What follows belongs to an exercise in optimizing a design on an open flow for small area, a short achievable clock period and few clock cycles; a production flow would make more cautious choices. RTL that was checked went through simulation tests only; none was proved equivalent to the original. Power is estimated from default activity; no workload was simulated.

// FFT
module FFT(
input clk,
input rst_n,
input in_valid,
input signed [11:0] din_r,
input signed [11:0] din_i,
output out_valid,
output signed [15:0] dout_r,
output signed [15:0] dout_i
);
integer k;
function [21:0] tc1;
    input [3:0] n;
    case (n)
        4'd0: tc1 = 22'b0000000000_000000_000010;   
        4'd1: tc1 = 22'b1100010101_000010_000010;   
        4'd2: tc1 = 22'b1111001111_000011_000011;   
        4'd3: tc1 = 22'b1010101100_000001_000011;   
        4'd4: tc1 = 22'b1011100000_000010_000100;   
        4'd5: tc1 = 22'b1010101100_000001_000011;   
        4'd6: tc1 = 22'b1111001111_000011_000011;   
        4'd7: tc1 = 22'b1100010101_000010_000010;   
        4'd8: tc1 = 22'b0000000000_000000_000010;   
        4'd9: tc1 = 22'b1100010101_000010_000010;   
        4'd10: tc1 = 22'b1111001111_000011_000011;   
        4'd11: tc1 = 22'b1010101100_000001_000011;   
        4'd12: tc1 = 22'b1011100000_000010_000100;   
        4'd13: tc1 = 22'b1010101100_000001_000011;   
        4'd14: tc1 = 22'b1111001111_000011_000011;   
        4'd15: tc1 = 22'b1100010101_000010_000010;   
        default: tc1 = 22'd0;
    endcase
endfunction
function [0:0] ts1;
    input [3:0] n;
    case (n)
        4'd0: ts1 = 1'b0;
        4'd1: ts1 = 1'b0;
        4'd2: ts1 = 1'b0;
        4'd3: ts1 = 1'b0;
        4'd4: ts1 = 1'b0;
        4'd5: ts1 = 1'b1;
        4'd6: ts1 = 1'b1;
  ...
==> flow/config.mk <==
export PLATFORM = sky130hd
export DESIGN_NAME = FFT
export DESIGN_NICKNAME = FFT
export VERILOG_FILES = /design/flow/design.v
export SDC_FILE = /design/flow/constraint.sdc
export NUM_CORES = 4
export LEC_CHECK = 0
export CAP_MARGIN = 20
export CORE_MARGIN = 2
export CORE_UTILIZATION = 60
export PLACE_DENSITY = 0.7
export SLEW_MARGIN = 20
==> flow/constraint.sdc <==
create_clock -name core_clock -period 12.0 [get_ports {clk}]
set_input_delay 2.4000 -clock core_clock [delete_from_list [all_inputs] [get_ports {clk}]]
set_output_delay 2.4000 -clock core_clock [all_outputs]
set_load 0.01 [all_outputs]
standard.sh (not shown) runs the stock make flow with config.mk's settings and CLKGATE_MAP_FILE= SYNTH_SCRIPT=/design/flow/synth_recipe.tcl, a recipe that flattens the netlist after the stock synthesis.
==> flow/flow/run.sh <==
#!/bin/bash
# Layout flow: the standard flow (standard.sh, unchanged synthesis),
# with repair_timing aiming for 8.25 ns of setup slack and the port buffers
# made from buf_4 cells. Full tool output goes to standard.log.
set -e
bash standard.sh CORE_UTILIZATION=60 PLACE_DENSITY=0.7 SETUP_SLACK_MARGIN=8.25 TNS_END_PERCENT=100 CTS_CLUSTER_SIZE=30 CTS_CLUSTER_DIAMETER=80 \
    'BUFFER_PORTS_ARGS=-buffer_cell sky130_fd_sc_hd__buf_4' finish > standard.log 2>&1
==> next run, changes <==
--- a/flow/design.v
+++ b/flow/design.v
@@ -314,21 +314,21 @@
 endfunction
 reg [6:0] cnt;       
 reg       ov;
 localparam CW = 32;
 function [CW-1:0] ctlf;
     input [6:0] c;
     reg [6:0] i1, i2, i3, i4, i5, ja, jb, n1, n2, n3;
     begin
         i1 = c - 7'd1;  n1 = c + 7'd1;
         i2 = c - 7'd18; n2 = c - 7'd16;
-        i3 = c - 7'd27; n3 = c - 7'd25;
+        i3 = c - 7'd27; n3 = c - 7'd26;
         i4 = c - 7'd32;
         i5 = c - 7'd35;
         ja = c - 7'd36;
         jb = c - 7'd51;
         ctlf = {i1[4], n1[3:0], te1(n1[3:0]) & ~n1[4], wr1(i1[3:0]),         
                 i2[3], n2[2:0], te2(n2[2:0]) & ~n2[3], wr2(i2[2:0]),         
                 i3[2], n3[1:0], te3(n3[1:0]) & ~n3[2], wr3(i3[1:0]),         
                 i4[1], i4[0], 1'b0,                                 
                 i5[0], ja[4] & ~ja[0], jb[3] & ~jb[1],              
                 5'd0};
@@ -446,45 +446,43 @@
 end
 wire [26:0] g2ar = ph2 ? {t2r, 6'd0} : q2sr, g2br = ph2 ? {o1r[19], o1r, 6'd0} : q2cr;
 wire [26:0] g2ai = ph2 ? {t2i, 6'd0} : q2si, g2bi = ph2 ? {o1i[19], o1i, 6'd0} : q2ci;
 wire [26:0] h2r = g2ar + g2br, h2i = g2ai + g2bi;
 wire sw2 = q2s & ~ph2;
 reg signed [20:0] o2r, o2i;
 always @(posedge clk) begin
     o2r <= sw2 ? h2i[26:6] : h2r[26:6];
     o2i <= sw2 ? h2r[26:6] : h2i[26:6];
 end
-reg signed [21:0] d3r [0:1];
-reg signed [21:0] d3i [0:1];
-reg signed [22:0] d3r2, d3i2, d3r3, d3i3;
+reg signed [21:0] d3r [0:2];
+reg signed [21:0] d3i [0:2];
+reg signed [22:0] d3r3, d3i3;
 wire signed [21:0] t3r = d3r3[21:0], t3i = d3i3[21:0];
 wire signed [21:0] f3r, f3i;
 bfd #(.W(22)) bf3 (.tr(t3r), .ti(t3i), .vr({o2r[20], o2r}), .vi({o2i[20], o2i}), .w(w3), .fr(f3r), .fi(f3i));
 always @(posedge clk) begin
     d3r[0] <= ph3 ? f3r : o2r;
     d3i[0] <= ph3 ? f3i : o2i;
     d3r[1] <= d3r[0];
     d3i[1] <= d3i[0];
-    d3r2 <= r3r; d3i2 <= r3i;
-    d3r3 <= d3r2; d3i3 <= d3i2;
+    d3r[2] <= d3r[1];
+    d3i[2] <= d3i[1];
+    d3r3 <= r3r; d3i3 <= r3i;
 end
 wire [22:0] r3r, r3i;
-tpa #(.W(23)) ta3 (.vr(d3r[1]), .vi(d3i[1]), .e(e3), .r1(r3r), .r2(r3i));
+tpa #(.W(23)) ta3 (.vr(d3r[2]), .vi(d3i[2]), .e(e3), .r1(r3r), .r2(r3i));
 reg a3k;
 always @(posedge clk) a3k <= te3(m3);
 wire [27:0] b3sr, b3cr, b3si, b3ci;
-t45 tm3r (.x(d3r2), .e(a3k), .s(b3sr), .c(b3cr));
-t45 tm3i (.x(d3i2), .e(a3k), .s(b3si), .c(b3ci));
-reg [27:0] q3sr, q3cr, q3si, q3ci;
-always @(posedge clk) begin
-    q3sr <= b3sr; q3cr <= b3cr; q3si <= b3si; q3ci <= b3ci;
-end
+t45 tm3r (.x(d3r3), .e(a3k), .s(b3sr), .c(b3cr));
+t45 tm3i (.x(d3i3), .e(a3k), .s(b3si), .c(b3ci));
+wire [27:0] q3sr = b3sr, q3cr = b3cr, q3si = b3si, q3ci = b3ci;
 wire [27:0] g3ar = ph3 ? {t3r, 6'd0} : q3sr, g3br = ph3 ? {o2r[20], o2r, 6'd0} : q3cr;
 wire [27:0] g3ai = ph3 ? {t3i, 6'd0} : q3si, g3bi = ph3 ? {o2i[20], o2i, 6'd0} : q3ci;
 wire [27:0] h3r = g3ar + g3br, h3i = g3ai + g3bi;
 reg signed [21:0] o3r, o3i;
 always @(posedge clk) begin
     o3r <= h3r[27:6];
     o3i <= h3i[27:6];
 end
 reg signed [21:0] d4r [0:1];
 reg signed [21:0] d4i [0:1];
Result:
- worst setup slack gets worse by 0.27 ns
- wire length rose by 0.33%
- maximum frequency fell by 6.6%
- via count increases by 1.9%
- cell count rises by 1.4%
- area after synthesis went down by 2.0%
- final area goes down by 1.8%
- power shrinks by 2.4%
- critical path depth is higher by 3
- die area is lower by 2.0%
- synthesized cell count went up by 2.0%
- core utilization came out higher by 0.33 points
- clock skew is higher by 0.030 ns
Function was not checked in any run of this note: the RTL went through the layout flow alone.

FFT, a different RTL version from the one above (not shown whole).
For scale: ~92000 um2 of cells after synthesis.
==> flow/config.mk <==
export PLATFORM = sky130hd
export DESIGN_NAME = FFT
export DESIGN_NICKNAME = FFT
export VERILOG_FILES = /design/flow/design.v
export SDC_FILE = /design/flow/constraint.sdc
export NUM_CORES = 4
export LEC_CHECK = 0
export CAP_MARGIN = 20
export CORE_MARGIN = 2
export CORE_UTILIZATION = 60
export PLACE_DENSITY = 0.7
export SLEW_MARGIN = 20
==> flow/constraint.sdc <==
create_clock -name core_clock -period 12.0 [get_ports {clk}]
set_input_delay 2.4000 -clock core_clock [delete_from_list [all_inputs] [get_ports {clk}]]
set_output_delay 2.4000 -clock core_clock [all_outputs]
set_load 0.01 [all_outputs]
==> flow/flow/run.sh <==
#!/bin/bash
# Layout flow: the standard flow (standard.sh, unchanged synthesis),
# with repair_timing aiming for 8.35 ns of setup slack and the port buffers
# made from buf_4 cells. Full tool output goes to standard.log.
set -e
bash standard.sh CORE_UTILIZATION=60 PLACE_DENSITY=0.7 SETUP_SLACK_MARGIN=8.35 TNS_END_PERCENT=100 CTS_CLUSTER_SIZE=30 CTS_CLUSTER_DIAMETER=80 \
    'BUFFER_PORTS_ARGS=-buffer_cell sky130_fd_sc_hd__buf_4' finish > standard.log 2>&1
The starting point went through all stages and came out clean.
Testbench counts at the start, summed over its fixed seeds: cycles 22,784.
Rerun with:
--- a/flow/design.v
+++ b/flow/design.v
@@ -469,29 +469,33 @@
     d3i[1] <= d3i[0];
     d3r2 <= r3r; d3i2 <= r3i;
     d3r3 <= d3r2; d3i3 <= d3i2;
 end
 wire [22:0] r3r, r3i;
 tpa #(.W(23)) ta3 (.vr(d3r[1]), .vi(d3i[1]), .e(e3), .r1(r3r), .r2(r3i));
 reg a3k;
 always @(posedge clk) a3k <= te3(m3);
 wire [27:0] b3sr, b3cr, b3si, b3ci;
 t45 tm3r (.x(d3r2), .e(a3k), .s(b3sr), .c(b3cr));
 t45 tm3i (.x(d3i2), .e(a3k), .s(b3si), .c(b3ci));
-reg [27:0] q3sr, q3cr, q3si, q3ci;
+wire [6:0] l3r = b3sr[5:0] + b3cr[5:0], l3i = b3si[5:0] + b3ci[5:0];
+reg [21:0] q3sr, q3cr, q3si, q3ci;
+reg q3lr, q3li;
 always @(posedge clk) begin
-    q3sr <= b3sr; q3cr <= b3cr; q3si <= b3si; q3ci <= b3ci;
+    q3sr <= b3sr[27:6]; q3cr <= b3cr[27:6]; q3si <= b3si[27:6]; q3ci <= b3ci[27:6];
+    q3lr <= l3r[6]; q3li <= l3i[6];
 end
-wire [27:0] g3ar = pa3 ? {t3r, 6'd0} : q3sr, g3br = pa3 ? {o2r[20], o2r, 6'd0} : q3cr;
-wire [27:0] g3ai = pa3 ? {t3i, 6'd0} : q3si, g3bi = pa3 ? {o2i[20], o2i, 6'd0} : q3ci;
-wire [27:0] h3r = g3ar + g3br, h3i = g3ai + g3bi;
+wire [21:0] g3ar = pa3 ? t3r : q3sr, g3br = pa3 ? {o2r[20], o2r} : q3cr;
+wire [21:0] g3ai = pa3 ? t3i : q3si, g3bi = pa3 ? {o2i[20], o2i} : q3ci;
+wire [22:0] u3r = {g3ar, 1'b1} + {g3br, q3lr & ~pa3}, u3i = {g3ai, 1'b1} + {g3bi, q3li & ~pa3};
+wire [27:0] h3r = {u3r[22:1], 6'd0}, h3i = {u3i[22:1], 6'd0};
 reg signed [21:0] o3r, o3i;
 always @(posedge clk) begin
     o3r <= h3r[27:6];
     o3i <= h3i[27:6];
 end
 reg signed [21:0] d4r [0:1];
 reg signed [21:0] d4i [0:1];
 wire signed [21:0] t4r = d4r[1], t4i = d4i[1];
 wire signed [21:0] s4r = t4r + o3r, s4i = t4i + o3i;
 wire signed [21:0] f4r, f4i;
 bfd #(.W(22)) bf4 (.tr(t4r), .ti(t4i), .vr(o3r), .vi(o3i), .w(w4), .fr(f4r), .fi(f4i));
Final area went down by 0.80%.
Power hardly moves.
Wire length hardly moves.
Setup slack gets worse by 0.094 ns.
Global-route usage went up by 0.24 points.
Die area went down by 0.53%.
Final cell count stays flat.
Flip-flop and latch count went down by 18.
Via count went down by 0.74%.
Utilization stays flat.
Combinational power barely changes.
Critical path depth fell by 14.
Clock-buffer cell count grows by 3.
Area after synthesis goes down by 0.54%.
Testbench counts after the change, summed over its fixed seeds: cycles 22,784.

== the reference run ==
Another version of the RTL of FFT (not shown whole).
Size: roughly 9000 cells after synthesis, ~2400 flip-flops, ~60 I/O pins, about 0.096 sq mm of cells after synthesis.
export LEC_CHECK = 0
export CAP_MARGIN = 20
export CORE_MARGIN = 2
export CORE_UTILIZATION = 40
export SLEW_MARGIN = 20
create_clock -name core_clock -period 12.0 [get_ports {clk}]
==> flow/flow/run.sh <==
#!/bin/bash
# Layout flow: the standard flow (standard.sh, unchanged synthesis),
# with repair_timing aiming for 8.25 ns of setup slack and the port buffers
# made from buf_4 cells. Full tool output goes to standard.log.
set -e
bash standard.sh SETUP_SLACK_MARGIN=8.25 TNS_END_PERCENT=100  \
    'BUFFER_PORTS_ARGS=-buffer_cell sky130_fd_sc_hd__buf_4' finish > standard.log 2>&1
Here is what was changed in the inputs of the trial run compared with the reference run.
--- a/flow/design.v
+++ b/flow/design.v
@@ -330,12 +330,13 @@
     xr <= din_r;
     xi <= din_i;
 end
 reg signed [12:0] d1r [0:15];
 reg signed [12:0] d1i [0:15];
 wire signed [12:0] t1r = d1r[15], t1i = d1i[15];
+wire signed [12:0] s1r = t1r + xr, s1i = t1i + xi;
 wire signed [12:0] f1r, f1i;
 bfd #(.W(13)) bf1 (.tr(t1r), .ti(t1i), .vr({xr[11], xr}), .vi({xi[11], xi}), .w(w1), .fr(f1r), .fi(f1i));
 always @(posedge clk) begin
     d1r[0] <= ph1 ? f1r : {xr[11], xr};
     d1i[0] <= ph1 ? f1i : {xi[11], xi};
     for (k = 1; k < 16; k = k + 1) begin
@@ -359,24 +360,24 @@
 reg [19:0] q1sr, q1cr, q1si, q1ci;
 reg q1s;
 always @(posedge clk) begin
     q1sr <= b1sr; q1cr <= b1cr; q1si <= b1si; q1ci <= b1ci;
     q1s <= a1s;
 end
-wire [19:0] g1ar = ph1 ? {t1r[12], t1r, 6'd0} : q1sr, g1br = ph1 ? {xr[11], xr[11], xr, 6'd0} : q1cr;
-wire [19:0] g1ai = ph1 ? {t1i[12], t1i, 6'd0} : q1si, g1bi = ph1 ? {xi[11], xi[11], xi, 6'd0} : q1ci;
-wire [19:0] h1r = g1ar + g1br, h1i = g1ai + g1bi;
-wire sw1 = q1s & ~ph1;
+wire [19:0] h1r = q1sr + q1cr, h1i = q1si + q1ci;
+wire signed [19:0] p1r = q1s ? h1i : h1r;
+wire signed [19:0] p1i = q1s ? h1r : h1i;
 reg signed [19:0] o1r, o1i;
 always @(posedge clk) begin
-    o1r <= sw1 ? h1i : h1r;
-    o1i <= sw1 ? h1r : h1i;
+    o1r <= ph1 ? {s1r[12], s1r, 6'd0} : p1r;
+    o1i <= ph1 ? {s1i[12], s1i, 6'd0} : p1i;
 end
 reg signed [20:0] d2r [0:7];
 reg signed [20:0] d2i [0:7];
 wire signed [20:0] t2r = d2r[7], t2i = d2i[7];
+wire signed [20:0] s2r = t2r + o1r, s2i = t2i + o1i;
 wire signed [20:0] f2r, f2i;
 bfd #(.W(21)) bf2 (.tr(t2r), .ti(t2i), .vr({o1r[19], o1r}), .vi({o1i[19], o1i}), .w(w2), .fr(f2r), .fi(f2i));
 always @(posedge clk) begin
     d2r[0] <= ph2 ? f2r : o1r;
     d2i[0] <= ph2 ? f2i : o1i;
     for (k = 1; k < 8; k = k + 1) begin
@@ -400,24 +401,24 @@
 reg [26:0] q2sr, q2cr, q2si, q2ci;
 reg q2s;
 always @(posedge clk) begin
     q2sr <= b2sr; q2cr <= b2cr; q2si <= b2si; q2ci <= b2ci;
     q2s <= a2s;
 end
-wire [26:0] g2ar = ph2 ? {t2r, 6'd0} : q2sr, g2br = ph2 ? {o1r[19], o1r, 6'd0} : q2cr;
-wire [26:0] g2ai = ph2 ? {t2i, 6'd0} : q2si, g2bi = ph2 ? {o1i[19], o1i, 6'd0} : q2ci;
-wire [26:0] h2r = g2ar + g2br, h2i = g2ai + g2bi;
-wire sw2 = q2s & ~ph2;
+wire [26:0] h2r = q2sr + q2cr, h2i = q2si + q2ci;
+wire signed [20:0] p2r = q2s ? h2i[26:6] : h2r[26:6];
+wire signed [20:0] p2i = q2s ? h2r[26:6] : h2i[26:6];
 reg signed [20:0] o2r, o2i;
 always @(posedge clk) begin
-    o2r <= sw2 ? h2i[26:6] : h2r[26:6];
-    o2i <= sw2 ? h2r[26:6] : h2i[26:6];
+    o2r <= ph2 ? s2r : p2r;
+    o2i <= ph2 ? s2i : p2i;
 end
 reg signed [21:0] d3r [0:3];
 reg signed [21:0] d3i [0:3];
 wire signed [21:0] t3r = d3r[3], t3i = d3i[3];
+wire signed [21:0] s3r = t3r + o2r, s3i = t3i + o2i;
 wire signed [21:0] f3r, f3i;
 bfd #(.W(22)) bf3 (.tr(t3r), .ti(t3i), .vr({o2r[20], o2r}), .vi({o2i[20], o2i}), .w(w3), .fr(f3r), .fi(f3i));
 always @(posedge clk) begin
     d3r[0] <= ph3 ? f3r : o2r;
     d3i[0] <= ph3 ? f3i : o2i;
     for (k = 1; k < 4; k = k + 1) begin
@@ -436,19 +437,17 @@
 t45 tm3r (.x(a3r), .e(a3k), .s(b3sr), .c(b3cr));
 t45 tm3i (.x(a3i), .e(a3k), .s(b3si), .c(b3ci));
 reg [27:0] q3sr, q3cr, q3si, q3ci;
 always @(posedge clk) begin
     q3sr <= b3sr; q3cr <= b3cr; q3si <= b3si; q3ci <= b3ci;
 end
-wire [27:0] g3ar = ph3 ? {t3r, 6'd0} : q3sr, g3br = ph3 ? {o2r[20], o2r, 6'd0} : q3cr;
-wire [27:0] g3ai = ph3 ? {t3i, 6'd0} : q3si, g3bi = ph3 ? {o2i[20], o2i, 6'd0} : q3ci;
-wire [27:0] h3r = g3ar + g3br, h3i = g3ai + g3bi;
+wire [27:0] h3r = q3sr + q3cr, h3i = q3si + q3ci;
 reg signed [21:0] o3r, o3i;
 always @(posedge clk) begin
-    o3r <= h3r[27:6];
-    o3i <= h3i[27:6];
+    o3r <= ph3 ? s3r : h3r[27:6];
+    o3i <= ph3 ? s3i : h3i[27:6];
 end
 reg signed [21:0] d4r [0:1];
 reg signed [21:0] d4i [0:1];
 wire signed [21:0] t4r = d4r[1], t4i = d4i[1];
 wire signed [21:0] s4r = t4r + o3r, s4i = t4i + o3i;
 wire signed [21:0] f4r, f4i;
Findings:
- No stage failed in the trial run, and the final checks on the layout all came back clean.
- Clock period minus final worst setup slack, the reference run and the trial run: larger value in the reference run
- A kind of critical path of flip-flop to flip-flop is what the trial run shows, while flip-flop to output port belongs to the reference run.
- On total power, the reference run and the trial run are neck and neck.
- The trial run ended with more total number of placement rows than the reference run.
- Looking at die area across the reference run and the trial run, the one that comes out higher is the trial run.
- The run showing the greater setup slack is the trial run.
- On clock buffer count, the lower figure sits with the trial run, not the reference run.
- Diff the trial run..the reference run | design internal power | negligible
- The reference run → the trial run: combinational group share of total power went up 1.4 points; via density per instance has decreased; fmax now sits at about the same level; met3 routing resource usage after global routing neither gained nor lost much.
Testbench counts of the trial run, summed over its fixed seeds: cycles 22,784.
Function not checked in the reference run: the RTL went through the layout flow alone.

-- separate check: timing with driven ports --
The results above use ideal ports. As a check the final layouts listed here were re-extracted and re-timed, cells and wires unchanged.
Step 1 (the two cells are an assumption about what drives the block):
set clk [get_ports {clk}]
set_driving_cell -lib_cell sky130_fd_sc_hd__clkbuf_16 $clk
set_driving_cell -lib_cell sky130_fd_sc_hd__buf_2 [delete_from_list [all_inputs] $clk]
Step 2 moves the port delays by t, midway between the first and last clock arrival at a register: inputs arrive t later, outputs are due t later. That takes back most of the time a late clock gives input paths.
a / b / c = no drivers / after step 1 / after step 2; a / b = the first two.
run	shift t [ns]	slack for setup (ns)	cell pins on the clock port's net
the first run of note 1	0.828	8.205 / 8.205 / 8.095	1
the second run of note 1	0.818	7.939 / 7.939 / 7.939	1
the first run of note 2	0.825	8.329 / 8.256 / 8.033	1
the second run of note 2	0.833	8.235 / 8.155 / 7.731	1
the reference run	0.944	8.189 / 8.107 / 7.982	1
the trial run	0.949	8.193 / 8.118 / 8.193	1
After both steps every run listed still meets setup and hold. For the second run of note 2, which loses most, drivers alone change the setup slack by -0.080 ns; drivers and shift together by -0.504 ns.
